Context: an optimization exercise on an open-source flow, tuned for small area. The choices shown serve that exercise and are no tape-out recipe. The RTL was checked by simulation tests, not by an equivalence proof against the original design. Power is estimated from default activity; no workload was simulated.

File: design/flow/config.mk
export PLATFORM = sky130hd
export DESIGN_NAME = MAC
export DESIGN_NICKNAME = MAC
export VERILOG_FILES = /design/flow/design.v
export SDC_FILE = /design/flow/constraint.sdc
export NUM_CORES = 4
export LEC_CHECK = 0
export ABC_AREA = 1
export CAP_MARGIN = 20
export CORE_MARGIN = 2
export CORE_UTILIZATION = 40
export PLACE_DENSITY = 0.6
export SLEW_MARGIN = 20
export SYNTH_HIERARCHICAL = 1
export SYNTH_MINIMUM_KEEP_SIZE = 0
File: design/flow/constraint.sdc
create_clock -name core_clock -period 9.0 [get_ports {clk}]
set_input_delay 1.8000 -clock core_clock [delete_from_list [all_inputs] [get_ports {clk}]]
set_output_delay 1.8000 -clock core_clock [all_outputs]
set_load 0.01 [all_outputs]
File: design/flow/design.v
`timescale 1ns/1ps
module Delay #(
    parameter NUM_STAGES = 1,
    parameter DATA_WIDTH = 1
)(
    input  wire                  CLK,
    input  wire                  RESET_N,
    input  wire [DATA_WIDTH-1:0] DIN,
    output wire [DATA_WIDTH-1:0] DOUT
);
genvar i;
generate
if (NUM_STAGES == 0)
begin
    assign DOUT = DIN;
end
else if (NUM_STAGES > 0)
begin
    reg [NUM_STAGES*DATA_WIDTH-1:0] din_delay;
    always @(posedge CLK or negedge RESET_N)
    begin
        if(!RESET_N)
        begin
            din_delay[DATA_WIDTH-1:0] <= 0;
        end else
        begin
            din_delay[DATA_WIDTH-1:0] <= DIN;
        end
    end
    for (i=1; i<NUM_STAGES; i=i+1)
	 begin : REGISTER_STAGES
        always @(posedge CLK or negedge RESET_N )
        begin
            if(!RESET_N)
            begin
                din_delay[i*DATA_WIDTH+:DATA_WIDTH] <= 0;
            end else
            begin
                din_delay[i*DATA_WIDTH+:DATA_WIDTH] <= din_delay[(i-1)*DATA_WIDTH+:DATA_WIDTH];
            end
        end
    end
    assign DOUT = din_delay[(NUM_STAGES-1)*DATA_WIDTH+:DATA_WIDTH];
end
endgenerate
endmodule
module ADDF (
    input  a,
    input  b,
    input  c,
    output s,
    output co
);
assign {co, s} = a + b + c;
endmodule
module ADDH (
    input  a,
    input  b,
    output s,
    output co
);
assign {co, s} = a + b;
endmodule
module POPC32 (
    input  [31:0] x,
    output [4:0]  y
);
wire pc_1;
wire pc_2;
wire pc_3;
wire pc_4;
wire pc_5;
wire pc_6;
wire pc_7;
wire pc_8;
wire pc_9;
wire pc_10;
wire pc_11;
wire pc_12;
wire pc_13;
wire pc_14;
wire pc_15;
wire pc_16;
wire pc_17;
wire pc_18;
wire pc_19;
wire pc_20;
wire pc_21;
wire pc_22;
wire pc_23;
wire pc_24;
wire pc_25;
wire pc_26;
wire pc_27;
wire pc_28;
wire pc_29;
wire pc_30;
wire pc_31;
wire pc_32;
wire pc_33;
wire pc_34;
wire pc_35;
wire pc_36;
wire pc_37;
wire pc_38;
wire pc_39;
wire pc_40;
wire pc_41;
wire pc_42;
wire pc_43;
wire pc_44;
wire pc_45;
wire pc_46;
wire pc_47;
wire pc_48;
wire pc_49;
wire pc_50;
wire pc_51;
wire pc_52;
wire pc_53;
wire pc_54;
wire pc_55;
wire pc_56;
wire pc_57;
wire pc_58;
wire pc_59;
wire pc_60;
wire pc_61;
wire pc_62;
ADDF pc_f1 (.a(x[0]), .b(x[1]), .c(x[2]), .s(pc_1), .co(pc_2));
ADDF pc_f2 (.a(x[3]), .b(x[4]), .c(x[5]), .s(pc_3), .co(pc_4));
ADDF pc_f3 (.a(x[6]), .b(x[7]), .c(x[8]), .s(pc_5), .co(pc_6));
ADDF pc_f4 (.a(x[9]), .b(x[10]), .c(x[11]), .s(pc_7), .co(pc_8));
ADDF pc_f5 (.a(x[12]), .b(x[13]), .c(x[14]), .s(pc_9), .co(pc_10));
ADDF pc_f6 (.a(x[15]), .b(x[16]), .c(x[17]), .s(pc_11), .co(pc_12));
ADDF pc_f7 (.a(x[18]), .b(x[19]), .c(x[20]), .s(pc_13), .co(pc_14));
ADDF pc_f8 (.a(x[21]), .b(x[22]), .c(x[23]), .s(pc_15), .co(pc_16));
ADDF pc_f9 (.a(x[24]), .b(x[25]), .c(x[26]), .s(pc_17), .co(pc_18));
ADDF pc_f10 (.a(x[27]), .b(x[28]), .c(x[29]), .s(pc_19), .co(pc_20));
ADDF pc_f11 (.a(x[30]), .b(x[31]), .c(pc_1), .s(pc_21), .co(pc_22));
ADDF pc_f12 (.a(pc_3), .b(pc_5), .c(pc_7), .s(pc_23), .co(pc_24));
ADDF pc_f13 (.a(pc_9), .b(pc_11), .c(pc_13), .s(pc_25), .co(pc_26));
ADDF pc_f14 (.a(pc_15), .b(pc_17), .c(pc_19), .s(pc_27), .co(pc_28));
ADDF pc_f15 (.a(pc_21), .b(pc_23), .c(pc_25), .s(pc_29), .co(pc_30));
ADDH pc_h16 (.a(pc_27), .b(pc_29), .s(pc_31), .co(pc_32));
ADDF pc_f17 (.a(pc_2), .b(pc_4), .c(pc_6), .s(pc_33), .co(pc_34));
ADDF pc_f18 (.a(pc_8), .b(pc_10), .c(pc_12), .s(pc_35), .co(pc_36));
ADDF pc_f19 (.a(pc_14), .b(pc_16), .c(pc_18), .s(pc_37), .co(pc_38));
ADDF pc_f20 (.a(pc_20), .b(pc_22), .c(pc_24), .s(pc_39), .co(pc_40));
ADDF pc_f21 (.a(pc_26), .b(pc_28), .c(pc_33), .s(pc_41), .co(pc_42));
ADDF pc_f22 (.a(pc_35), .b(pc_37), .c(pc_30), .s(pc_43), .co(pc_44));
ADDF pc_f23 (.a(pc_39), .b(pc_41), .c(pc_32), .s(pc_45), .co(pc_46));
ADDH pc_h24 (.a(pc_43), .b(pc_45), .s(pc_47), .co(pc_48));
ADDF pc_f25 (.a(pc_34), .b(pc_36), .c(pc_38), .s(pc_49), .co(pc_50));
ADDF pc_f26 (.a(pc_40), .b(pc_42), .c(pc_49), .s(pc_51), .co(pc_52));
ADDF pc_f27 (.a(pc_44), .b(pc_51), .c(pc_46), .s(pc_53), .co(pc_54));
ADDH pc_h28 (.a(pc_48), .b(pc_53), .s(pc_55), .co(pc_56));
ADDF pc_f29 (.a(pc_50), .b(pc_52), .c(pc_54), .s(pc_57), .co(pc_58));
ADDH pc_h30 (.a(pc_56), .b(pc_57), .s(pc_59), .co(pc_60));
ADDH pc_h31 (.a(pc_58), .b(pc_60), .s(pc_61), .co(pc_62));
assign y = {pc_61, pc_59, pc_55, pc_47, pc_31};
endmodule
module MAC
    (
    input                                   clk     ,
    input                                   rst_n   ,
    output                                  MACMUX_Val,
    output reg [4    -1 : 0] MACMUX_Addr,
    output reg[ 32            -1 : 0] MACMUX_Psum,
    input                                   MUXMAC_Rdy,
    output                                  MACMUX_Empty,
    output                                  MACARB_ReqHelp,
    input                                   ARBMAC_Rst,
    input [ 2                       -1 : 0] PEBMAC_WeiCol,
    input [(
(8192*4*16*16/32) <= (1<<0) ? 0 : (8192*4*16*16/32) <= (1<<1) ? 1 :
(8192*4*16*16/32) <= (1<<2) ? 2 : (8192*4*16*16/32) <= (1<<3) ? 3 :
(8192*4*16*16/32) <= (1<<4) ? 4 : (8192*4*16*16/32) <= (1<<5) ? 5 :
(8192*4*16*16/32) <= (1<<6) ? 6 : (8192*4*16*16/32) <= (1<<7) ? 7 :
(8192*4*16*16/32) <= (1<<8) ? 8 : (8192*4*16*16/32) <= (1<<9) ? 9 :
(8192*4*16*16/32) <= (1<<10) ? 10 : (8192*4*16*16/32) <= (1<<11) ? 11 :
(8192*4*16*16/32) <= (1<<12) ? 12 : (8192*4*16*16/32) <= (1<<13) ? 13 :
(8192*4*16*16/32) <= (1<<14) ? 14 : (8192*4*16*16/32) <= (1<<15) ? 15 :
(8192*4*16*16/32) <= (1<<16) ? 16 : (8192*4*16*16/32) <= (1<<17) ? 17 :
(8192*4*16*16/32) <= (1<<18) ? 18 : (8192*4*16*16/32) <= (1<<19) ? 19 :
(8192*4*16*16/32) <= (1<<20) ? 20 : (8192*4*16*16/32) <= (1<<21) ? 21 :
(8192*4*16*16/32) <= (1<<22) ? 22 : (8192*4*16*16/32) <= (1<<23) ? 23 :
(8192*4*16*16/32) <= (1<<24) ? 24 : (8192*4*16*16/32) <= (1<<25) ? 25 :
(8192*4*16*16/32) <= (1<<26) ? 26 : (8192*4*16*16/32) <= (1<<27) ? 27 :
(8192*4*16*16/32) <= (1<<28) ? 28 : (8192*4*16*16/32) <= (1<<29) ? 29 :
(8192*4*16*16/32) <= (1<<30) ? 30 : (8192*4*16*16/32) <= (1<<31) ? 31 : 32)                        -1 : 0] AddrRowFlgAct,
    input [ (
(8192*4*16*16) <= (1<<0) ? 0 : (8192*4*16*16) <= (1<<1) ? 1 :
(8192*4*16*16) <= (1<<2) ? 2 : (8192*4*16*16) <= (1<<3) ? 3 :
(8192*4*16*16) <= (1<<4) ? 4 : (8192*4*16*16) <= (1<<5) ? 5 :
(8192*4*16*16) <= (1<<6) ? 6 : (8192*4*16*16) <= (1<<7) ? 7 :
(8192*4*16*16) <= (1<<8) ? 8 : (8192*4*16*16) <= (1<<9) ? 9 :
(8192*4*16*16) <= (1<<10) ? 10 : (8192*4*16*16) <= (1<<11) ? 11 :
(8192*4*16*16) <= (1<<12) ? 12 : (8192*4*16*16) <= (1<<13) ? 13 :
(8192*4*16*16) <= (1<<14) ? 14 : (8192*4*16*16) <= (1<<15) ? 15 :
(8192*4*16*16) <= (1<<16) ? 16 : (8192*4*16*16) <= (1<<17) ? 17 :
(8192*4*16*16) <= (1<<18) ? 18 : (8192*4*16*16) <= (1<<19) ? 19 :
(8192*4*16*16) <= (1<<20) ? 20 : (8192*4*16*16) <= (1<<21) ? 21 :
(8192*4*16*16) <= (1<<22) ? 22 : (8192*4*16*16) <= (1<<23) ? 23 :
(8192*4*16*16) <= (1<<24) ? 24 : (8192*4*16*16) <= (1<<25) ? 25 :
(8192*4*16*16) <= (1<<26) ? 26 : (8192*4*16*16) <= (1<<27) ? 27 :
(8192*4*16*16) <= (1<<28) ? 28 : (8192*4*16*16) <= (1<<29) ? 29 :
(8192*4*16*16) <= (1<<30) ? 30 : (8192*4*16*16) <= (1<<31) ? 31 : 32) + 6         -1 : 0] AddrRowAct,
    input [ (
(8192*4) <= (1<<0) ? 0 : (8192*4) <= (1<<1) ? 1 :
(8192*4) <= (1<<2) ? 2 : (8192*4) <= (1<<3) ? 3 :
(8192*4) <= (1<<4) ? 4 : (8192*4) <= (1<<5) ? 5 :
(8192*4) <= (1<<6) ? 6 : (8192*4) <= (1<<7) ? 7 :
(8192*4) <= (1<<8) ? 8 : (8192*4) <= (1<<9) ? 9 :
(8192*4) <= (1<<10) ? 10 : (8192*4) <= (1<<11) ? 11 :
(8192*4) <= (1<<12) ? 12 : (8192*4) <= (1<<13) ? 13 :
(8192*4) <= (1<<14) ? 14 : (8192*4) <= (1<<15) ? 15 :
(8192*4) <= (1<<16) ? 16 : (8192*4) <= (1<<17) ? 17 :
(8192*4) <= (1<<18) ? 18 : (8192*4) <= (1<<19) ? 19 :
(8192*4) <= (1<<20) ? 20 : (8192*4) <= (1<<21) ? 21 :
(8192*4) <= (1<<22) ? 22 : (8192*4) <= (1<<23) ? 23 :
(8192*4) <= (1<<24) ? 24 : (8192*4) <= (1<<25) ? 25 :
(8192*4) <= (1<<26) ? 26 : (8192*4) <= (1<<27) ? 27 :
(8192*4) <= (1<<28) ? 28 : (8192*4) <= (1<<29) ? 29 :
(8192*4) <= (1<<30) ? 30 : (8192*4) <= (1<<31) ? 31 : 32)                                    -1 : 0] AddrBlockWei,
    input [ 32            -1 : 0] MAC_FlgWei,
    input                                   MAC_FlgWei_Val,
    output                                  MAC_AddrFlgAct_Rdy,
    output reg [ (
(8192*4*16*16/32) <= (1<<0) ? 0 : (8192*4*16*16/32) <= (1<<1) ? 1 :
(8192*4*16*16/32) <= (1<<2) ? 2 : (8192*4*16*16/32) <= (1<<3) ? 3 :
(8192*4*16*16/32) <= (1<<4) ? 4 : (8192*4*16*16/32) <= (1<<5) ? 5 :
(8192*4*16*16/32) <= (1<<6) ? 6 : (8192*4*16*16/32) <= (1<<7) ? 7 :
(8192*4*16*16/32) <= (1<<8) ? 8 : (8192*4*16*16/32) <= (1<<9) ? 9 :
(8192*4*16*16/32) <= (1<<10) ? 10 : (8192*4*16*16/32) <= (1<<11) ? 11 :
(8192*4*16*16/32) <= (1<<12) ? 12 : (8192*4*16*16/32) <= (1<<13) ? 13 :
(8192*4*16*16/32) <= (1<<14) ? 14 : (8192*4*16*16/32) <= (1<<15) ? 15 :
(8192*4*16*16/32) <= (1<<16) ? 16 : (8192*4*16*16/32) <= (1<<17) ? 17 :
(8192*4*16*16/32) <= (1<<18) ? 18 : (8192*4*16*16/32) <= (1<<19) ? 19 :
(8192*4*16*16/32) <= (1<<20) ? 20 : (8192*4*16*16/32) <= (1<<21) ? 21 :
(8192*4*16*16/32) <= (1<<22) ? 22 : (8192*4*16*16/32) <= (1<<23) ? 23 :
(8192*4*16*16/32) <= (1<<24) ? 24 : (8192*4*16*16/32) <= (1<<25) ? 25 :
(8192*4*16*16/32) <= (1<<26) ? 26 : (8192*4*16*16/32) <= (1<<27) ? 27 :
(8192*4*16*16/32) <= (1<<28) ? 28 : (8192*4*16*16/32) <= (1<<29) ? 29 :
(8192*4*16*16/32) <= (1<<30) ? 30 : (8192*4*16*16/32) <= (1<<31) ? 31 : 32)-1:0] MAC_AddrFlgAct,
    input                                   MAC_FlgAct_Val,
    input [ 32            -1 : 0] MAC_FlgAct,
    output                                  MAC_AddrAct_Rdy,
    output reg[ (
(8192*4*16*16) <= (1<<0) ? 0 : (8192*4*16*16) <= (1<<1) ? 1 :
(8192*4*16*16) <= (1<<2) ? 2 : (8192*4*16*16) <= (1<<3) ? 3 :
(8192*4*16*16) <= (1<<4) ? 4 : (8192*4*16*16) <= (1<<5) ? 5 :
(8192*4*16*16) <= (1<<6) ? 6 : (8192*4*16*16) <= (1<<7) ? 7 :
(8192*4*16*16) <= (1<<8) ? 8 : (8192*4*16*16) <= (1<<9) ? 9 :
(8192*4*16*16) <= (1<<10) ? 10 : (8192*4*16*16) <= (1<<11) ? 11 :
(8192*4*16*16) <= (1<<12) ? 12 : (8192*4*16*16) <= (1<<13) ? 13 :
(8192*4*16*16) <= (1<<14) ? 14 : (8192*4*16*16) <= (1<<15) ? 15 :
(8192*4*16*16) <= (1<<16) ? 16 : (8192*4*16*16) <= (1<<17) ? 17 :
(8192*4*16*16) <= (1<<18) ? 18 : (8192*4*16*16) <= (1<<19) ? 19 :
(8192*4*16*16) <= (1<<20) ? 20 : (8192*4*16*16) <= (1<<21) ? 21 :
(8192*4*16*16) <= (1<<22) ? 22 : (8192*4*16*16) <= (1<<23) ? 23 :
(8192*4*16*16) <= (1<<24) ? 24 : (8192*4*16*16) <= (1<<25) ? 25 :
(8192*4*16*16) <= (1<<26) ? 26 : (8192*4*16*16) <= (1<<27) ? 27 :
(8192*4*16*16) <= (1<<28) ? 28 : (8192*4*16*16) <= (1<<29) ? 29 :
(8192*4*16*16) <= (1<<30) ? 30 : (8192*4*16*16) <= (1<<31) ? 31 : 32) + 6     -1 : 0] MAC_AddrAct,
    input                                   MAC_Act_Val,
    input [ 8             -1 : 0] MAC_Act,
    output                                  MAC_AddrWei_Rdy,
    output reg[ (
(8192*4) <= (1<<0) ? 0 : (8192*4) <= (1<<1) ? 1 :
(8192*4) <= (1<<2) ? 2 : (8192*4) <= (1<<3) ? 3 :
(8192*4) <= (1<<4) ? 4 : (8192*4) <= (1<<5) ? 5 :
(8192*4) <= (1<<6) ? 6 : (8192*4) <= (1<<7) ? 7 :
(8192*4) <= (1<<8) ? 8 : (8192*4) <= (1<<9) ? 9 :
(8192*4) <= (1<<10) ? 10 : (8192*4) <= (1<<11) ? 11 :
(8192*4) <= (1<<12) ? 12 : (8192*4) <= (1<<13) ? 13 :
(8192*4) <= (1<<14) ? 14 : (8192*4) <= (1<<15) ? 15 :
(8192*4) <= (1<<16) ? 16 : (8192*4) <= (1<<17) ? 17 :
(8192*4) <= (1<<18) ? 18 : (8192*4) <= (1<<19) ? 19 :
(8192*4) <= (1<<20) ? 20 : (8192*4) <= (1<<21) ? 21 :
(8192*4) <= (1<<22) ? 22 : (8192*4) <= (1<<23) ? 23 :
(8192*4) <= (1<<24) ? 24 : (8192*4) <= (1<<25) ? 25 :
(8192*4) <= (1<<26) ? 26 : (8192*4) <= (1<<27) ? 27 :
(8192*4) <= (1<<28) ? 28 : (8192*4) <= (1<<29) ? 29 :
(8192*4) <= (1<<30) ? 30 : (8192*4) <= (1<<31) ? 31 : 32)     -1 : 0] MAC_AddrWei,
    input                                   MAC_Wei_Val,
    input [ 8             -1 : 0] MAC_Wei
);
localparam IDLE    = 2'd0;
localparam WAITFLG = 2'd1;
localparam COMP    = 2'd2;
localparam WAITMUX = 2'd3;
reg  [1:0]  state;
reg  [1:0]  next_state;
reg         state_req;
reg         MAC_Empty;
reg  [4:0]  Cnt_Comp;        
reg         val_comp;        
reg         MAC_Addr_val;
reg         fnh;             
reg         OffAct_nz;       
reg         OffWei_nz;
reg  [31:0] ActFlag, WeiFlag;
reg         MACAW_ValOffset;
reg         MAC_Fnh;
reg  [4:0]  MACAW_OffsetAct;
reg  [4:0]  MACAW_OffsetWei;
wire comp     = state == COMP;
wire data_val = MAC_Wei_Val & MAC_Act_Val;
wire en_mac   = MAC_Addr_val & data_val & ~fnh;
wire pipe     = comp & (~MAC_Addr_val | data_val);
wire MAC_FnhRow = (Cnt_Comp == 5'd16) & MAC_Fnh;
wire done     = (~val_comp & en_mac) | ~MAC_Addr_val;
wire MAC_Sta  = (state == WAITFLG) & MAC_FlgWei_Val & MAC_FlgAct_Val;
always @(*) begin
    case (state)
        IDLE    : next_state = ARBMAC_Rst ? WAITFLG : IDLE;
        WAITFLG : next_state = (MAC_FlgWei_Val & MAC_FlgAct_Val) ? COMP : WAITFLG;
        COMP    : if (MAC_Fnh & done)
                      next_state = MAC_FnhRow ? IDLE : WAITFLG;
                  else if (MAC_Fnh & val_comp & en_mac)
                      next_state = WAITMUX;
                  else
                      next_state = COMP;
        default : next_state = MUXMAC_Rdy ? (MAC_FnhRow ? IDLE : WAITFLG) : WAITMUX;
    endcase
end
always @(posedge clk or negedge rst_n) begin
    if (!rst_n) state <= IDLE;
    else        state <= next_state;
end
assign MAC_AddrFlgAct_Rdy = state == WAITFLG;
assign MACMUX_Val   = (state == WAITMUX) & ~MUXMAC_Rdy;
assign MACMUX_Empty = state == IDLE;
wire next_state_req = state_req ? ~MAC_Empty : ARBMAC_Rst;
always @(posedge clk or negedge rst_n) begin
    if (!rst_n) state_req <= 1'b0;
    else        state_req <= next_state_req;
end
assign MACARB_ReqHelp = ~rst_n | ~next_state_req;
always @(posedge clk or negedge rst_n) begin
    if (!rst_n) MAC_Empty <= 1'b0;
    else        MAC_Empty <= (next_state == IDLE) & (state != IDLE);
end
wire [17:0] flg_inc;
INCR #(.W(18)) u_inc_flg (.a(MAC_AddrFlgAct), .ci(MAC_Sta), .y(flg_inc));
always @(posedge clk or negedge rst_n) begin
    if (!rst_n)          MAC_AddrFlgAct <= 0;
    else if (ARBMAC_Rst) MAC_AddrFlgAct <= AddrRowFlgAct;
    else                 MAC_AddrFlgAct <= flg_inc;
end
wire [4:0] cnt_inc;
INCR #(.W(5)) u_inc_cnt (.a(Cnt_Comp), .ci(MAC_Sta), .y(cnt_inc));
always @(posedge clk) begin
    if (ARBMAC_Rst) Cnt_Comp <= 0;
    else            Cnt_Comp <= cnt_inc;
end
wire [3:0] addr_inc;
INCR #(.W(4)) u_inc_addr (.a(MACMUX_Addr), .ci(MAC_Sta), .y(addr_inc));
always @(posedge clk or negedge rst_n) begin
    if (!rst_n)          MACMUX_Addr <= 0;
    else if (ARBMAC_Rst) MACMUX_Addr <= 4'd0 - PEBMAC_WeiCol;
    else                 MACMUX_Addr <= addr_inc;
end
always @(posedge clk) begin
    if (ARBMAC_Rst)   val_comp <= 1'b0;
    else if (MAC_Sta) val_comp <= ~(MACMUX_Addr[3] & MACMUX_Addr[2] & MACMUX_Addr[1]);
end
wire        ld_act = ARBMAC_Rst;
wire [28:0] act_sum;
ADDR5 #(.W(29)) u_add_act (
    .x  (ld_act ? AddrRowAct : MAC_AddrAct),
    .y  ({5{ld_act}} | ({5{pipe}} & MACAW_OffsetAct)),
    .yh (ld_act),
    .s  (act_sum)
);
always @(posedge clk or negedge rst_n) begin
    if (!rst_n) MAC_AddrAct <= 0;
    else        MAC_AddrAct <= act_sum;
end
wire        ld_wei = ARBMAC_Rst | MAC_Sta;
wire [14:0] wei_sum;
ADDR5 #(.W(15)) u_add_wei (
    .x  (ld_wei ? AddrBlockWei : MAC_AddrWei),
    .y  ({5{ld_wei}} | ({5{pipe}} & MACAW_OffsetWei)),
    .yh (ld_wei),
    .s  (wei_sum)
);
always @(posedge clk or negedge rst_n) begin
    if (!rst_n) MAC_AddrWei <= 0;
    else        MAC_AddrWei <= wei_sum;
end
always @(posedge clk or negedge rst_n) begin
    if (!rst_n)                     MAC_Addr_val <= 1'b0;
    else if (ARBMAC_Rst | MAC_Sta)  MAC_Addr_val <= 1'b0;
    else if (pipe)                  MAC_Addr_val <= MACAW_ValOffset;
end
always @(posedge clk) begin
    if (ARBMAC_Rst | MAC_Sta) fnh <= 1'b1;
    else if (pipe)            fnh <= MAC_Fnh;
end
always @(posedge clk) begin
    if (pipe) begin
        OffAct_nz <= |MACAW_OffsetAct;
        OffWei_nz <= |MACAW_OffsetWei;
    end
end
assign MAC_AddrAct_Rdy = MAC_Addr_val & OffAct_nz;
assign MAC_AddrWei_Rdy = MAC_Addr_val & OffWei_nz;
wire [32:0] T;
assign T[0] = ~pipe;
genvar i;
generate
    for (i = 0; i < 32; i = i + 1) begin : g_t
        assign T[i+1] = T[i] | (ActFlag[i] & WeiFlag[i]);
    end
endgenerate
wire [31:0] keep = T[31:0] & {32{~MAC_Sta}};
wire [4:0]  Offset_Act, Offset_Wei;
POPC32 u_pa (.x(ActFlag & ~T[31:0]), .y(Offset_Act));
POPC32 u_pw (.x(WeiFlag & ~T[31:0]), .y(Offset_Wei));
always @(posedge clk) begin
    ActFlag <= ({32{MAC_Sta}} & MAC_FlgAct) | (keep & ActFlag);
    WeiFlag <= ({32{MAC_Sta}} & MAC_FlgWei) | (keep & WeiFlag);
end
always @(posedge clk) begin
    if (MAC_Sta) begin
        MACAW_ValOffset <= 1'b0;
        MAC_Fnh         <= 1'b0;
    end else if (pipe) begin
        MACAW_ValOffset <= (|ActFlag) | (|WeiFlag);
        MAC_Fnh         <= ~T[32];
    end
end
always @(posedge clk or negedge rst_n) begin
    if (!rst_n) begin
        MACAW_OffsetAct <= 0;
        MACAW_OffsetWei <= 0;
    end else if (pipe) begin
        MACAW_OffsetAct <= Offset_Act;
        MACAW_OffsetWei <= Offset_Wei;
    end
end
wire [31:0] psum_sum;
MACC8 u_macc (
    .a (MAC_Act & {8{en_mac}}),
    .w (MAC_Wei),
    .p (MACMUX_Psum),
    .y (psum_sum)
);
always @(posedge clk or negedge rst_n) begin
    if (!rst_n) MACMUX_Psum <= 0;
    else        MACMUX_Psum <= psum_sum & {32{~MAC_Sta}};
end
endmodule
module INCR #(parameter W = 4) (
    input  [W-1:0] a,
    input          ci,
    output [W-1:0] y
);
wire [W:0] c;
assign c[0] = ci;
genvar k;
generate
    for (k = 0; k < W; k = k + 1) begin : g
        ADDH u (.a(a[k]), .b(c[k]), .s(y[k]), .co(c[k+1]));
    end
endgenerate
endmodule
module ADDR5 #(parameter W = 15) (
    input  [W-1:0] x,
    input  [4:0]   y,
    input          yh,
    output [W-1:0] s
);
wire [5:0] c;
assign c[0] = 1'b0;
genvar k;
generate
    for (k = 0; k < 5; k = k + 1) begin : g_lo
        if (k == 0)
            ADDH u (.a(x[k]), .b(y[k]), .s(s[k]), .co(c[k+1]));
        else
            ADDF u (.a(x[k]), .b(y[k]), .c(c[k]), .s(s[k]), .co(c[k+1]));
    end
endgenerate
wire [W:5] t;
assign t[5] = c[5] ^ yh;
generate
    for (k = 5; k < W; k = k + 1) begin : g_hi
        assign t[k+1] = t[k] & (x[k] ^ yh);
        assign s[k]   = x[k] ^ t[k];
    end
endgenerate
endmodule
module MACC8 (
    input  [7:0]  a,
    input  [7:0]  w,
    input  [31:0] p,
    output [31:0] y
);
wire mc_1;
wire mc_2;
wire mc_3;
wire mc_4;
wire mc_5;
wire mc_6;
wire mc_7;
wire mc_8;
wire mc_9;
wire mc_10;
wire mc_11;
wire mc_12;
wire mc_13;
wire mc_14;
wire mc_15;
wire mc_16;
wire mc_17;
wire mc_18;
wire mc_19;
wire mc_20;
wire mc_21;
wire mc_22;
wire mc_23;
wire mc_24;
wire mc_25;
wire mc_26;
wire mc_27;
wire mc_28;
wire mc_29;
wire mc_30;
wire mc_31;
wire mc_32;
wire mc_33;
wire mc_34;
wire mc_35;
wire mc_36;
wire mc_37;
wire mc_38;
wire mc_39;
wire mc_40;
wire mc_41;
wire mc_42;
wire mc_43;
wire mc_44;
wire mc_45;
wire mc_46;
wire mc_47;
wire mc_48;
wire mc_49;
wire mc_50;
wire mc_51;
wire mc_52;
wire mc_53;
wire mc_54;
wire mc_55;
wire mc_56;
wire mc_57;
wire mc_58;
wire mc_59;
wire mc_60;
wire mc_61;
wire mc_62;
wire mc_63;
wire mc_64;
wire mc_65;
wire mc_66;
wire mc_67;
wire mc_68;
wire mc_69;
wire mc_70;
wire mc_71;
wire mc_72;
wire mc_73;
wire mc_74;
wire mc_75;
wire mc_76;
wire mc_77;
wire mc_78;
wire mc_79;
wire mc_80;
wire mc_81;
wire mc_82;
wire mc_83;
wire mc_84;
wire mc_85;
wire mc_86;
wire mc_87;
wire mc_88;
wire mc_89;
wire mc_90;
wire mc_91;
wire mc_92;
wire mc_93;
wire mc_94;
wire mc_95;
wire mc_96;
wire mc_97;
wire mc_98;
wire mc_99;
wire mc_100;
wire mc_101;
wire mc_102;
wire mc_103;
wire mc_104;
wire mc_105;
wire mc_106;
wire mc_107;
wire mc_108;
wire mc_109;
wire mc_110;
wire mc_111;
wire mc_112;
wire mc_113;
wire mc_114;
wire mc_115;
wire mc_116;
wire mc_117;
wire mc_118;
wire mc_119;
wire mc_120;
wire mc_121;
wire mc_122;
wire mc_123;
wire mc_124;
wire mc_125;
wire mc_126;
wire mc_127;
wire mc_128;
wire mc_129;
wire mc_130;
wire mc_131;
wire mc_132;
wire mc_133;
wire mc_134;
wire mc_135;
wire mc_136;
wire mc_137;
wire mc_138;
wire mc_139;
wire mc_140;
wire mc_141;
wire mc_142;
wire mc_143;
wire mc_144;
wire mc_145;
wire mc_146;
wire mc_147;
wire mc_148;
wire mc_149;
wire mc_150;
wire mc_151;
wire mc_152;
wire mc_153;
wire mc_154;
wire mc_155;
wire mc_156;
wire mc_157;
wire mc_158;
wire mc_159;
wire mc_160;
wire mc_161;
wire mc_162;
wire mc_163;
wire mc_164;
wire mc_165;
wire mc_166;
wire mc_167;
wire mc_168;
wire mc_169;
wire mc_170;
wire mc_171;
wire mc_172;
wire mc_173;
wire mc_174;
wire mc_175;
wire mc_176;
wire mc_177;
wire mc_178;
wire mc_179;
wire mc_180;
wire mc_181;
wire mc_182;
wire mc_183;
wire mc_184;
wire mc_185;
wire mc_186;
wire mc_187;
wire mc_188;
wire mc_189;
wire mc_190;
wire mc_191;
wire mc_192;
wire mc_193;
wire mc_194;
wire mc_195;
wire mc_196;
wire mc_197;
wire mc_198;
wire mc_199;
wire mc_200;
wire mc_201;
wire mc_202;
wire mc_203;
wire mc_204;
wire mc_205;
wire mc_206;
wire mc_207;
wire mc_208;
wire mc_209;
wire mc_210;
wire mc_211;
wire mc_212;
wire mc_213;
wire mc_214;
wire mc_215;
wire mc_216;
wire mc_217;
wire mc_218;
wire mc_219;
wire mc_220;
wire mc_221;
wire mc_222;
wire mc_223;
wire mc_224;
wire mc_225;
wire mc_226;
wire mc_227;
wire mc_228;
wire mc_229;
wire mc_230;
wire mc_231;
wire mc_232;
wire mc_233;
wire mc_234;
assign mc_1 = a[0] & w[0];
assign mc_2 = a[0] & w[1];
assign mc_3 = a[0] & w[2];
assign mc_4 = a[0] & w[3];
assign mc_5 = a[0] & w[4];
assign mc_6 = a[0] & w[5];
assign mc_7 = a[0] & w[6];
assign mc_8 = ~(a[0] & w[7]);
assign mc_9 = a[1] & w[0];
assign mc_10 = a[1] & w[1];
assign mc_11 = a[1] & w[2];
assign mc_12 = a[1] & w[3];
assign mc_13 = a[1] & w[4];
assign mc_14 = a[1] & w[5];
assign mc_15 = a[1] & w[6];
assign mc_16 = ~(a[1] & w[7]);
assign mc_17 = a[2] & w[0];
assign mc_18 = a[2] & w[1];
assign mc_19 = a[2] & w[2];
assign mc_20 = a[2] & w[3];
assign mc_21 = a[2] & w[4];
assign mc_22 = a[2] & w[5];
assign mc_23 = a[2] & w[6];
assign mc_24 = ~(a[2] & w[7]);
assign mc_25 = a[3] & w[0];
assign mc_26 = a[3] & w[1];
assign mc_27 = a[3] & w[2];
assign mc_28 = a[3] & w[3];
assign mc_29 = a[3] & w[4];
assign mc_30 = a[3] & w[5];
assign mc_31 = a[3] & w[6];
assign mc_32 = ~(a[3] & w[7]);
assign mc_33 = a[4] & w[0];
assign mc_34 = a[4] & w[1];
assign mc_35 = a[4] & w[2];
assign mc_36 = a[4] & w[3];
assign mc_37 = a[4] & w[4];
assign mc_38 = a[4] & w[5];
assign mc_39 = a[4] & w[6];
assign mc_40 = ~(a[4] & w[7]);
assign mc_41 = a[5] & w[0];
assign mc_42 = a[5] & w[1];
assign mc_43 = a[5] & w[2];
assign mc_44 = a[5] & w[3];
assign mc_45 = a[5] & w[4];
assign mc_46 = a[5] & w[5];
assign mc_47 = a[5] & w[6];
assign mc_48 = ~(a[5] & w[7]);
assign mc_49 = a[6] & w[0];
assign mc_50 = a[6] & w[1];
assign mc_51 = a[6] & w[2];
assign mc_52 = a[6] & w[3];
assign mc_53 = a[6] & w[4];
assign mc_54 = a[6] & w[5];
assign mc_55 = a[6] & w[6];
assign mc_56 = ~(a[6] & w[7]);
assign mc_57 = ~(a[7] & w[0]);
assign mc_58 = ~(a[7] & w[1]);
assign mc_59 = ~(a[7] & w[2]);
assign mc_60 = ~(a[7] & w[3]);
assign mc_61 = ~(a[7] & w[4]);
assign mc_62 = ~(a[7] & w[5]);
assign mc_63 = ~(a[7] & w[6]);
assign mc_64 = a[7] & w[7];
ADDF mc_f1 (.a(p[1]), .b(mc_2), .c(mc_9), .s(mc_65), .co(mc_66));
ADDF mc_f2 (.a(p[2]), .b(mc_3), .c(mc_10), .s(mc_67), .co(mc_68));
ADDF mc_f3 (.a(mc_17), .b(mc_66), .c(mc_67), .s(mc_69), .co(mc_70));
ADDF mc_f4 (.a(p[3]), .b(mc_4), .c(mc_11), .s(mc_71), .co(mc_72));
ADDF mc_f5 (.a(mc_18), .b(mc_25), .c(mc_68), .s(mc_73), .co(mc_74));
ADDF mc_f6 (.a(mc_71), .b(mc_70), .c(mc_73), .s(mc_75), .co(mc_76));
ADDF mc_f7 (.a(p[4]), .b(mc_5), .c(mc_12), .s(mc_77), .co(mc_78));
ADDF mc_f8 (.a(mc_19), .b(mc_26), .c(mc_33), .s(mc_79), .co(mc_80));
ADDF mc_f9 (.a(mc_72), .b(mc_77), .c(mc_79), .s(mc_81), .co(mc_82));
ADDF mc_f10 (.a(mc_74), .b(mc_81), .c(mc_76), .s(mc_83), .co(mc_84));
ADDF mc_f11 (.a(p[5]), .b(mc_6), .c(mc_13), .s(mc_85), .co(mc_86));
ADDF mc_f12 (.a(mc_20), .b(mc_27), .c(mc_34), .s(mc_87), .co(mc_88));
ADDF mc_f13 (.a(mc_41), .b(mc_78), .c(mc_80), .s(mc_89), .co(mc_90));
ADDF mc_f14 (.a(mc_85), .b(mc_87), .c(mc_82), .s(mc_91), .co(mc_92));
ADDF mc_f15 (.a(mc_89), .b(mc_91), .c(mc_84), .s(mc_93), .co(mc_94));
ADDF mc_f16 (.a(p[6]), .b(mc_7), .c(mc_14), .s(mc_95), .co(mc_96));
ADDF mc_f17 (.a(mc_21), .b(mc_28), .c(mc_35), .s(mc_97), .co(mc_98));
ADDF mc_f18 (.a(mc_42), .b(mc_49), .c(mc_86), .s(mc_99), .co(mc_100));
ADDF mc_f19 (.a(mc_88), .b(mc_95), .c(mc_97), .s(mc_101), .co(mc_102));
ADDF mc_f20 (.a(mc_90), .b(mc_99), .c(mc_101), .s(mc_103), .co(mc_104));
ADDF mc_f21 (.a(mc_92), .b(mc_103), .c(mc_94), .s(mc_105), .co(mc_106));
ADDF mc_f22 (.a(p[7]), .b(mc_8), .c(mc_15), .s(mc_107), .co(mc_108));
ADDF mc_f23 (.a(mc_22), .b(mc_29), .c(mc_36), .s(mc_109), .co(mc_110));
ADDF mc_f24 (.a(mc_43), .b(mc_50), .c(mc_57), .s(mc_111), .co(mc_112));
ADDF mc_f25 (.a(mc_96), .b(mc_98), .c(mc_107), .s(mc_113), .co(mc_114));
ADDF mc_f26 (.a(mc_109), .b(mc_111), .c(mc_100), .s(mc_115), .co(mc_116));
ADDF mc_f27 (.a(mc_102), .b(mc_113), .c(mc_115), .s(mc_117), .co(mc_118));
ADDF mc_f28 (.a(mc_104), .b(mc_117), .c(mc_106), .s(mc_119), .co(mc_120));
assign mc_121 = ~(p[8] ^ mc_16);
assign mc_122 = p[8] | mc_16;
ADDF mc_f29 (.a(mc_23), .b(mc_30), .c(mc_37), .s(mc_123), .co(mc_124));
ADDF mc_f30 (.a(mc_44), .b(mc_51), .c(mc_58), .s(mc_125), .co(mc_126));
ADDF mc_f31 (.a(mc_108), .b(mc_110), .c(mc_112), .s(mc_127), .co(mc_128));
ADDF mc_f32 (.a(mc_121), .b(mc_123), .c(mc_125), .s(mc_129), .co(mc_130));
ADDF mc_f33 (.a(mc_114), .b(mc_127), .c(mc_129), .s(mc_131), .co(mc_132));
ADDF mc_f34 (.a(mc_116), .b(mc_131), .c(mc_118), .s(mc_133), .co(mc_134));
ADDF mc_f35 (.a(p[9]), .b(mc_24), .c(mc_31), .s(mc_135), .co(mc_136));
ADDF mc_f36 (.a(mc_38), .b(mc_45), .c(mc_52), .s(mc_137), .co(mc_138));
ADDF mc_f37 (.a(mc_59), .b(mc_122), .c(mc_124), .s(mc_139), .co(mc_140));
ADDF mc_f38 (.a(mc_126), .b(mc_135), .c(mc_137), .s(mc_141), .co(mc_142));
ADDF mc_f39 (.a(mc_128), .b(mc_130), .c(mc_139), .s(mc_143), .co(mc_144));
ADDF mc_f40 (.a(mc_141), .b(mc_132), .c(mc_143), .s(mc_145), .co(mc_146));
ADDF mc_f41 (.a(p[10]), .b(mc_32), .c(mc_39), .s(mc_147), .co(mc_148));
ADDF mc_f42 (.a(mc_46), .b(mc_53), .c(mc_60), .s(mc_149), .co(mc_150));
ADDF mc_f43 (.a(mc_136), .b(mc_138), .c(mc_147), .s(mc_151), .co(mc_152));
ADDF mc_f44 (.a(mc_149), .b(mc_140), .c(mc_142), .s(mc_153), .co(mc_154));
ADDF mc_f45 (.a(mc_151), .b(mc_144), .c(mc_153), .s(mc_155), .co(mc_156));
ADDF mc_f46 (.a(p[11]), .b(mc_40), .c(mc_47), .s(mc_157), .co(mc_158));
ADDF mc_f47 (.a(mc_54), .b(mc_61), .c(mc_148), .s(mc_159), .co(mc_160));
ADDF mc_f48 (.a(mc_150), .b(mc_157), .c(mc_152), .s(mc_161), .co(mc_162));
ADDF mc_f49 (.a(mc_159), .b(mc_154), .c(mc_161), .s(mc_163), .co(mc_164));
ADDF mc_f50 (.a(p[12]), .b(mc_48), .c(mc_55), .s(mc_165), .co(mc_166));
ADDF mc_f51 (.a(mc_62), .b(mc_158), .c(mc_165), .s(mc_167), .co(mc_168));
ADDF mc_f52 (.a(mc_160), .b(mc_167), .c(mc_162), .s(mc_169), .co(mc_170));
ADDF mc_f53 (.a(p[13]), .b(mc_56), .c(mc_63), .s(mc_171), .co(mc_172));
ADDF mc_f54 (.a(mc_166), .b(mc_171), .c(mc_168), .s(mc_173), .co(mc_174));
ADDF mc_f55 (.a(p[14]), .b(mc_64), .c(mc_172), .s(mc_175), .co(mc_176));
assign mc_177 = ~(p[15] ^ mc_176);
assign mc_178 = p[15] | mc_176;
ADDH mc_h56 (.a(mc_1), .b(p[0]), .s(mc_179), .co(mc_180));
ADDH mc_h57 (.a(mc_65), .b(mc_180), .s(mc_181), .co(mc_182));
ADDH mc_h58 (.a(mc_69), .b(mc_182), .s(mc_183), .co(mc_184));
ADDH mc_h59 (.a(mc_75), .b(mc_184), .s(mc_185), .co(mc_186));
ADDH mc_h60 (.a(mc_83), .b(mc_186), .s(mc_187), .co(mc_188));
ADDH mc_h61 (.a(mc_93), .b(mc_188), .s(mc_189), .co(mc_190));
ADDH mc_h62 (.a(mc_105), .b(mc_190), .s(mc_191), .co(mc_192));
ADDH mc_h63 (.a(mc_119), .b(mc_192), .s(mc_193), .co(mc_194));
ADDF mc_f64 (.a(mc_120), .b(mc_133), .c(mc_194), .s(mc_195), .co(mc_196));
ADDH mc_h65 (.a(mc_134), .b(mc_145), .s(mc_197), .co(mc_198));
ADDF mc_f66 (.a(mc_146), .b(mc_155), .c(mc_198), .s(mc_199), .co(mc_200));
ADDF mc_f67 (.a(mc_156), .b(mc_163), .c(mc_200), .s(mc_201), .co(mc_202));
ADDF mc_f68 (.a(mc_164), .b(mc_169), .c(mc_202), .s(mc_203), .co(mc_204));
ADDF mc_f69 (.a(mc_170), .b(mc_173), .c(mc_204), .s(mc_205), .co(mc_206));
ADDF mc_f70 (.a(mc_174), .b(mc_175), .c(mc_206), .s(mc_207), .co(mc_208));
ADDH mc_h71 (.a(mc_177), .b(mc_208), .s(mc_209), .co(mc_210));
assign mc_211 = ~(mc_134 ^ mc_145);
assign mc_212 = mc_134 | mc_145;
ADDF mc_f72 (.a(mc_146), .b(mc_155), .c(mc_212), .s(mc_213), .co(mc_214));
ADDF mc_f73 (.a(mc_156), .b(mc_163), .c(mc_214), .s(mc_215), .co(mc_216));
ADDF mc_f74 (.a(mc_164), .b(mc_169), .c(mc_216), .s(mc_217), .co(mc_218));
ADDF mc_f75 (.a(mc_170), .b(mc_173), .c(mc_218), .s(mc_219), .co(mc_220));
ADDF mc_f76 (.a(mc_174), .b(mc_175), .c(mc_220), .s(mc_221), .co(mc_222));
ADDH mc_h77 (.a(mc_177), .b(mc_222), .s(mc_223), .co(mc_224));
assign mc_225 = mc_196 ? mc_211 : mc_197;
assign mc_226 = mc_196 ? mc_213 : mc_199;
assign mc_227 = mc_196 ? mc_215 : mc_201;
assign mc_228 = mc_196 ? mc_217 : mc_203;
assign mc_229 = mc_196 ? mc_219 : mc_205;
assign mc_230 = mc_196 ? mc_221 : mc_207;
assign mc_231 = mc_196 ? mc_223 : mc_209;
assign mc_232 = mc_196 ? mc_224 : mc_210;
assign mc_233 = mc_178 & mc_232;
assign mc_234 = ~(mc_178 | mc_232);
wire [16:0] ones, zeros;
assign ones[0] = 1'b1;
assign zeros[0] = 1'b1;
genvar k;
generate for (k = 0; k < 16; k = k + 1) begin : g_hi
    assign ones[k+1]  = ones[k] & p[16+k];
    assign zeros[k+1] = zeros[k] & ~p[16+k];
    assign y[16+k] = p[16+k] ^ ((mc_233 & ones[k]) | (mc_234 & zeros[k]));
end endgenerate
assign y[15:0] = {mc_231, mc_230, mc_229, mc_228, mc_227, mc_226, mc_225, mc_195, mc_193, mc_191, mc_189, mc_187, mc_185, mc_183, mc_181, mc_179};
endmodule
File: design/flow/flow/run.sh
#!/bin/bash
# Standard layout, with plain buf_1 cells as the port buffers.
set -euo pipefail
export BUFFER_PORTS_ARGS="-buffer_cell sky130_fd_sc_hd__buf_1"
bash standard.sh finish > standard_flow.log 2>&1
File: design/flow/standard.sh
#!/bin/bash
# synth_recipe.tcl (not shown) runs the flow's synth.tcl, then flattens the netlist and writes it again
# the make line also repeats each setting of config.mk as NAME=value (left out here)
make -C /OpenROAD-flow-scripts/flow DESIGN_CONFIG=/design/flow/config.mk WORK_HOME=/design/flow/orfs CLKGATE_MAP_FILE= SYNTH_SCRIPT=/design/flow/synth_recipe.tcl "${@:-finish}"
==> results of run 1 <==
[area by class of cell]
cell class / count / area share, %
clock buffers: 20 / 2.99
clock inverters: 12 / 0.588
inverters: 266 / 6.56
multi-input cells: 1124 / 50.7
flip-flops and latches: 188 / 28.4
well taps: 448 / 3.66
repair buffers: 273 / 7.16
[registers in the layout (all words and copies together), names as in the netlist, 2 cells and up]
name             count
Cnt_Comp             5
state                2
MACAW_OffsetAct      5
WeiFlag             32
MAC_AddrFlgAct      18
MAC_AddrAct         29
MAC_AddrWei         15
MACMUX_Psum         32
MACMUX_Addr          4
ActFlag             32
MACAW_OffsetWei      5
[per-stage QoR]
| step | area [um^2] | hold slack, ns |
|---|---|---|
| 2_1_floorplan | 13500 | 0.409 |
| 3_3_place_gp | 14800 | 0.421 |
| 3_5_place_dp | 14800 | 0.425 |
| 4_1_cts | 15300 | 0.434 |
| 5_1_grt | 15300 | 0.468 |
| 6_report | 15300 | 0.428 |
[how the worst min path moves through the flow]
stage / startpoint / end / slack (ns) / depth (start not counted)
after floorplan: MAC_Empty$_DFF_PN0_ / state_req$_DFF_PN0_ / 0.41 / 1
after global placement: MAC_Empty$_DFF_PN0_ / state_req$_DFF_PN0_ / 0.42 / 1
after detailed placement: MAC_Empty$_DFF_PN0_ / state_req$_DFF_PN0_ / 0.42 / 1
after CTS: MAC_Empty$_DFF_PN0_ / state_req$_DFF_PN0_ / 0.43 / 1
after global routing: MAC_Empty$_DFF_PN0_ / state_req$_DFF_PN0_ / 0.47 / 1
final: MAC_Empty$_DFF_PN0_ / state_req$_DFF_PN0_ / 0.43 / 1
[cells by family (layout without fill, tap and decap cells)]
kind of cell / count (synthesis) / after routing / share of synthesized area [%]
AOI/OAI and AO/OA: 117 / 117 / 4.77
adders and majority gates: 182 / 182 / 23.8
buffers and inverters: 346 / 571 / 10.5
and+or+nand+nor: 779 / 779 / 25.7
xor gates and xnor gates: 45 / 45 / 2.92
muxes: 1 / 1 / 0.0833
DFF: 188 / 188 / 32.2
[per-layer routing]
layer / routed length, um / part of all wire, % / vias up / global-route usage [%]
met5: 0 / 0 / - / 0
met4: 562 / 1.7 / 0 / 5.54
met3: 2100 / 6.3 / 30 / 4.88
met2: 15300 / 46 / 276 / 31.2
met1: 15200 / 46 / 5084 / 26.6
li1: - / - / 5431 / -
[worst max-delay path, delay by kind of cell]
family / cells / cell delay, ns
AO/OA/AOI/OAI: 1 / 0.12
adder cells (fa/ha/maj): 12 / 4.30
AND/OR/NAND/NOR: 14 / 2.26
buffers and inverters: 7 / 0.43
[repair_timing]
action,4_1_cts,5_1_grt
gates resized for setup,0,2
hold buffers,0,0
setup endpoints to repair,0,3
[Yosys stat by module, one instance, submodules excluded, a selection]
module | cell area, um^2 | flip-flops and latches
ADDF | 20.0 | 0
ADDH | 12.5 | 0
MAC | 7830 | 188
MACC8 | 1320 | 0
POPC32 | 37.5 | 0
[cells in the final DEF (no fill, tap or decap), types with 3 or more instances in the layout]
| master | Yosys | final |
|---|---|---|
| xnor2_1 | 9 | 9 |
| nor2_4 | 13 | 13 |
| nand3_1 | 53 | 53 |
| nand3_2 | 5 | 5 |
| clkinv_1 | 1 | 3 |
| nor4_1 | 15 | 15 |
| nand2_2 | 6 | 6 |
| clkinv_4 | 0 | 5 |
| o21ai_1 | 4 | 4 |
| inv_2 | 4 | 4 |
| inv_1 | 259 | 259 |
| nand4_4 | 10 | 10 |
| nor2_1 | 135 | 132 |
| buf_1 | 11 | 253 |
| xor2_1 | 36 | 36 |
| buf_4 | 27 | 18 |
| clkbuf_16 | 0 | 18 |
| fa_1 | 126 | 126 |
| nor3_1 | 7 | 6 |
| ha_1 | 56 | 56 |
| o21ai_0 | 91 | 91 |
| nand4_1 | 14 | 14 |
| nand4_2 | 5 | 5 |
| or2_2 | 3 | 3 |
| nand2_1 | 505 | 505 |
| o21ai_2 | 3 | 3 |
| a21oi_1 | 10 | 10 |
| dfrtp_1 | 113 | 113 |
| nor2_2 | 3 | 6 |
| dfxtp_1 | 73 | 73 |
[where the power goes]
group | leakage (nW) | internal [W] | switching (W)
sequential | 2.04 | 0.00114 | 0.000238
clock | 0.267 | 0.000373 | 0.000358
combinational | 5.68 | 0.000647 | 0.00105
==> metrics.csv, run 1 <==
metric;value;unit
Final Hold Vio Count;0;
VDD IR max;137;uV
synth top area cells;dfrtp_1 (21%), fa_1 (19%), nand2_1 (14%);
sequential share of the synthesized area;32.2;%
total CTS buffers;17;
Crit Reg-Reg Startpoint;MAC_Addr_val$_DFFE_PN0P_;
skew final;0.00998;ns
synth cell count leaders;nand2_1 (505), inv_1 (259), nor2_1 (135), fa_1 (126), dfrtp_1 (113);
Power Dens Cells;248;nW/um^2
Tcrit/Tclk final;94.9;%
WL/cell;14.2;um
Mapped Avg Cell Area;8.15;um^2
Worst slew margin;31.3;%
CP max-delay cell;fa_1;
area grow syn2layout;13.4;%
RSZ-0062 raised after global routing;false;
Die X;188;um
R2R depth;33;
Setup crit end kind;flop;
GRT Total Usage;19.6;%
routability cong.;0.897;
register area;4350;um^2
CTS tree;done;
clock root buffer;clkbuf_16;
dpl hpwl;26.1;mm
CP peak stage delay;0.56;ns
n_diodes;0;
post-route antenna net violation count;0;
Die Y-Extent;188;um
count leader, synth;nand2_1;
Port Buf Inserts;255;
Worst Setup SP;MAC_Wei_Val;
asr flop ratio synth;60.1;%
drt total wl;33.1;mm
Yosys cell types;44;
clock latency on the worst-skew pair;0.45;ns
vias per std cell;4.64;
core box area;33400;um^2
routed via count;10821;
FF-to-FF setup slack;1.46;ns
Total Power;0.00380;W
Yosys top cell by area;dfrtp_1;
Least-Margin Pin Slew;1.03;ns
area of the multi-input gates;7760;um^2
Post-Synthesis Cells;1658;
post-CTS setup buffers;0;
placed insts;2299;
Startpoint Class;input pin;
max_cap viols;0;
Initial Util;40.5;%
Max Slew Vio Count;0;
top-area cell type share of the netlist area;20.9;%
clock tree sinks;188;
pre-CTS setup slack;-0.0784;ns
setup ws final;0.460;ns
post-synthesis register bit count;188;
Data arrival, critical path;8.91;ns
synth warn;7;
fmax;0.117;GHz
layout cell share with drive strength beyond 1;6.05;%
First-pass DRT Iterations;5;
largest net degree at the start of global routing;71;
first-pass GRT wire length;55.0;mm
CTS clk-pin slew, worst paths;0.07;ns
Row Count;67;
clock tree buffer depth;2;
EDFF count, synth;2;
setup TNS;0;ns
CP Data Required Time;9.37;ns
num ports;256;
fillers;3429;
DR iter-0 viols;504;
Util after Layout;45.9;%
Hold Crit Class;flop to flop;
outcome;complete, no violations;
leak pwr;7.99;nW
Critical Path Fanout Max;9;
Synth Flop Type;dfrtp_1;
final setup vio count;0;
minimum clock period;8.54;ns
syn nets;1992;
antenna violations before repair;0;
Overflow after GRT;0;
vias in the first global route;11014;
H-tree depth;4;
synthesized area;13500;um^2
Residual DRC;0;
critical path type;input pin to flop;
CP dominant cell by count;fa_1;
nets;2204;
die outline area;35300;um^2
crit path to;MACMUX_Psum[30]$_DFF_PN0_;
fin cells;2331;
reg2reg end;MACMUX_Psum[30]$_DFF_PN0_;
==> inputs of run 2 (changes only) <==
--- a/design/flow/config.mk
+++ b/design/flow/config.mk
@@ -9,6 +9,7 @@
 export CAP_MARGIN = 20
 export CORE_MARGIN = 2
 export CORE_UTILIZATION = 40
+export CTS_BUF_LIST = sky130_fd_sc_hd__clkbuf_8
 export PLACE_DENSITY = 0.6
 export SLEW_MARGIN = 20
 export SYNTH_HIERARCHICAL = 1
==> run 2 against run 1 <==
  * Still clean
  * Clock skew grew 0.0057 ns
  * First-iteration DRC count down 11%
  * Sequential power about the same
  * Worst hold slack better by 0.0049 ns
  * Routed wire length is 0.25% lower
  * Via count increased by 0.23%
  * Clock power down 25%
  * Synthesized cell count did not move
  * Sequential cell count did not move
  * Critical path type unchanged
  * Largest power group unchanged
==> metrics.csv, run 2 <==
metric;value;unit;change
Crit Reg-Reg Startpoint;MAC_Addr_val$_DFFE_PN0P_;;
RSZ-0062 raised after global routing;false;;
main combinational cell family by area after synthesis;simple AND/OR/NAND/NOR gates;;
Regs by FF count;ActFlag: 32 flops, MACMUX_Psum: 32 flops, WeiFlag: 32 flops;;
Sw Share;44.6;%;+1.4 points
clock tree buffer depth;2;;unchanged
area of the multi-input gates;7760;um^2;about the same
critical path type;input pin to flop;;
clock tree sinks;188;;unchanged
Die Y-Extent;188;um;unchanged
syn nets;1992;;unchanged
Reg power frac;37.9;%;+1.7 points
reg2reg end;MACMUX_Psum[30]$_DFF_PN0_;;
synth warn;7;;unchanged
final setup vio count;0;;unchanged
synth cell count leaders;nand2_1 (505), inv_1 (259), nor2_1 (135), fa_1 (126), dfrtp_1 (113);;
hold depth;1;;unchanged
top-area cell type share of the netlist area;20.9;%;unchanged
minimum clock period;8.50;ns;-0.0380 ns
Max Slew Vio Count;0;;unchanged
Power Dens Cells;239;nW/um^2;-3.6%
dpl hpwl;26.1;mm;unchanged
Post-Synth Simple-Gate Area;25.7;%;unchanged
Hold Path Sink;state_req$_DFF_PN0_;;
hold_sp;MAC_Empty$_DFF_PN0_;;
Internal;0.00200;W;-7.1%
H-tree depth;4;;unchanged
Startpoint Class;input pin;;
area grow syn2layout;12.0;%;
first-pass GRT wire length;54.9;mm;-0.19%
WL/cell;14.2;um;-0.25%
XOR/XNOR share of the synthesized area;2.92;%;unchanged
synth top area cells;dfrtp_1 (21%), fa_1 (19%), nand2_1 (14%);;
Row Count;67;;unchanged
leak pwr;7.91;nW;-0.96%
Clk pwr share;15.2;%;-4.0 points
post-synthesis adder-cell area fraction;23.8;%;unchanged
Buf/Inv on CP;7;;unchanged
core box area;33400;um^2;unchanged
skew final;0.0157;ns;+0.00569 ns
vias per std cell;4.65;;+0.23%
max_cap viols;0;;unchanged
placed insts;2299;;unchanged
Initial Util;40.5;%;unchanged
n_diodes;0;;unchanged
Data arrival, critical path;8.91;ns;about the same
commonest cells after routing, fill and taps aside;nand2_1 (505), inv_1 (261), buf_1 (253);;
Final Hold Vio Count;0;;unchanged
family with the most delay on the worst path;adder cells;;
fin cells;2331;;unchanged
Post-Synthesis Cells;1658;;unchanged
Die X;188;um;unchanged
CTS clk-pin slew, worst paths;0.11;ns;+0.04 ns
CTS Hold Bufs;0;;unchanged
R2R depth;33;;unchanged
total CTS buffers;17;;unchanged
sequential share of the synthesized area;32.2;%;unchanged
largest net degree at the start of global routing;71;;unchanged
Worst slew margin;31.1;%;-0.23 points
die outline area;35300;um^2;unchanged
count leader, synth;nand2_1;;
VDD IR max;116;uV;-15%
FF-to-FF setup slack;1.46;ns;about the same
layout cell share with drive strength beyond 1;6.00;%;-0.053 points
CTS tree;done;;
Mapped Avg Cell Area;8.15;um^2;unchanged
clock root buffer;clkbuf_8;;
Port Buf Inserts;255;;unchanged
synthesized area;13500;um^2;unchanged
Tcrit/Tclk final;94.5;%;-0.42 points
Synth Flop Type;dfrtp_1;;
DR iter-0 viols;447;;-11%
Least-Margin Pin Slew;1.03;ns;+0.00340 ns
First-pass DRT Iterations;4;;-1
CP max-delay cell;fa_1;;
most common cell after layout, fill and taps aside;nand2_1;;
Residual DRC;0;;unchanged
CP peak stage delay;0.56;ns;about the same
EDFF count, synth;2;;unchanged
combinational share of power;46.8;%;+2.2 points
switching power;0.00161;W;-1.7%
Setup crit end kind;flop;;
Compound-Gate Fraction of Synth Area;4.77;%;unchanged
Yosys cell types;44;;unchanged
Overflow after GRT;0;;unchanged
Yosys top cell by area;dfrtp_1;;
vias in the first global route;11005;;-0.082%
routed via count;10846;;+0.23%
post-route antenna net violation count;0;;unchanged
num ports;256;;unchanged
outcome;complete, no violations;;
Total Power;0.00361;W;-4.8%
mux cell area share after synthesis;0.0833;%;unchanged
CP Data Required Time;9.41;ns;+0.04 ns
routability cong.;0.897;;unchanged
drt total wl;33.1;mm;-0.25%
CP dominant cell by count;fa_1;;
clock latency on the worst-skew pair;0.48;ns;+0.03 ns
fmax;0.118;GHz;+0.45%
GRT Total Usage;19.5;%;-0.067 points
nets;2204;;unchanged
antenna violations before repair;0;;unchanged
fillers;3443;;+0.41%
Critical Path Fanout Max;9;;unchanged
register area;4350;um^2;unchanged
Hold Crit Class;flop to flop;;
asr flop ratio synth;60.1;%;unchanged
post-synthesis register bit count;188;;unchanged
## run 2: cell types whose count changed in the layout (fill, tap and decap cells not counted), sizes merged
cell    delta
clkbuf     -3
bufinv     +1
inv        +2
## run 2: what timing repair did
| item | CTS | global route |
|---|---|---|
| resized for setup | 0 | 1 |
| hold endpoints to repair | 0 | 0 |
| setup endpoints to repair | 0 | 2 |
| setup buffers | 0 | 0 |
## run 2: through the flow
step | hold slack, ns | worst slack, ns | TNS, ns | util [%] | cell area (um^2)
after floorplan | 0.409 | 0.615 | 0 | - | 13500
after global placement | 0.421 | 0.102 | 0 | 44.3 | 14800
after detailed placement | 0.425 | -0.0784 | -0.164 | 44.3 | 14800
after CTS | 0.439 | 0.453 | 0 | 45.3 | 15100
after global routing | 0.474 | 0.0544 | 0 | 45.4 | 15100
final | 0.433 | 0.498 | 0 | 45.4 | 15100
## run 2: how the worst max path moves through the flow
stage           startpoint                         to  slack, ns  cells past startpoint
6_report       MAC_Wei_Val  MACMUX_Psum[30]$_DFF_PN0_       0.50                     34
5_1_grt        MAC_Wei_Val  MACMUX_Psum[30]$_DFF_PN0_       0.05                     34
3_5_place_dp   MAC_Wei_Val  MACMUX_Psum[30]$_DFF_PN0_      -0.08                     34
4_1_cts        MAC_Wei_Val  MACMUX_Psum[30]$_DFF_PN0_       0.45                     34
2_1_floorplan  MAC_Wei_Val  MACMUX_Psum[30]$_DFF_PN0_       0.61                     35
3_3_place_gp   MAC_Act_Val  MACMUX_Psum[30]$_DFF_PN0_       0.10                     33
## run 2: Yosys stat by module (local to each module, per instance), a selection
| module | copies in the design | cells inside |
|---|---|---|
| MACC8 | 1 | 274 |
| POPC32 | 2 | 5 |
| ADDH | 50 | 1 |
| MAC | 1 | 1001 |
| ADDF | 126 | 1 |
## run 2: cell families (layout without fill, tap and decap cells)
logic type      after synthesis  in the layout
buf+inv                     346            571
xor+xnor                     45             45
flops                       188            188
mux                           1              1
compound gates              117            117
simple gates                779            779
fa+ha+maj                   182            182
## run 2: metal layers
layer | vias to the layer above | track usage (%) | part of all wire, %
li1 | 5431 | - | -
met1 | 5126 | 26.6 | 46
met2 | 261 | 31.1 | 46
met3 | 28 | 4.72 | 6.3
met4 | 0 | 5.36 | 1.6
met5 | - | 0 | 0
## run 2: power by group through the flow
| stage | registers [W] | logic, W | clock network, W |
|---|---|---|---|
| global route | 0.00141 | 0.00198 | 0.000605 |
| CTS | 0.00137 | 0.00172 | 0.000577 |
| finish | 0.00137 | 0.00169 | 0.000551 |
| detailed placement | 0.00138 | 0.00171 | 0 |
| floorplan | 0.00138 | 0.00138 | 0 |
| global placement | 0.00138 | 0.00168 | 0 |
## run 2: cell type report
class	count	share of cell area, %
Tap cell	448	3.70
Inverter	266	6.64
Sequential cell	188	28.7
Clock inverter	15	0.843
Clock buffer	17	1.55
Multi-Input combinational cell	1124	51.3
Timing Repair Buffer	273	7.25

[port drivers added, routing unchanged]
No port has a modelled driver above. Below, the same layouts with a new extraction and two added sets of constraints. Step 1 (the two cells are an assumption about what drives the block):
set clk [get_ports {clk}]
set_driving_cell -lib_cell sky130_fd_sc_hd__clkbuf_16 $clk
set_driving_cell -lib_cell sky130_fd_sc_hd__buf_2 [delete_from_list [all_inputs] $clk]
Step 2, shift: input delay + t, output delay - t, t = (earliest + latest rising clock arrival at the registers) / 2. This alone moves slack from input paths to output paths. Slacks: ideal / step 1 / step 2; pairs: ideal / step 1.
run	t (ns)	setup slack, ns	worst setup path at the end	slew at the worst register clock pin (ns)
run 1	0.495	0.460 / 0.492 / -0.003	input to register	0.08 / 0.08
run 2	0.524	0.498 / 0.526 / 0.001	input to register	0.11 / 0.11
Met with ideal ports but missed after step 2: setup timing in run 1. For run 2, which loses most, drivers alone change the setup slack by +0.028 ns; drivers and shift together by -0.497 ns.
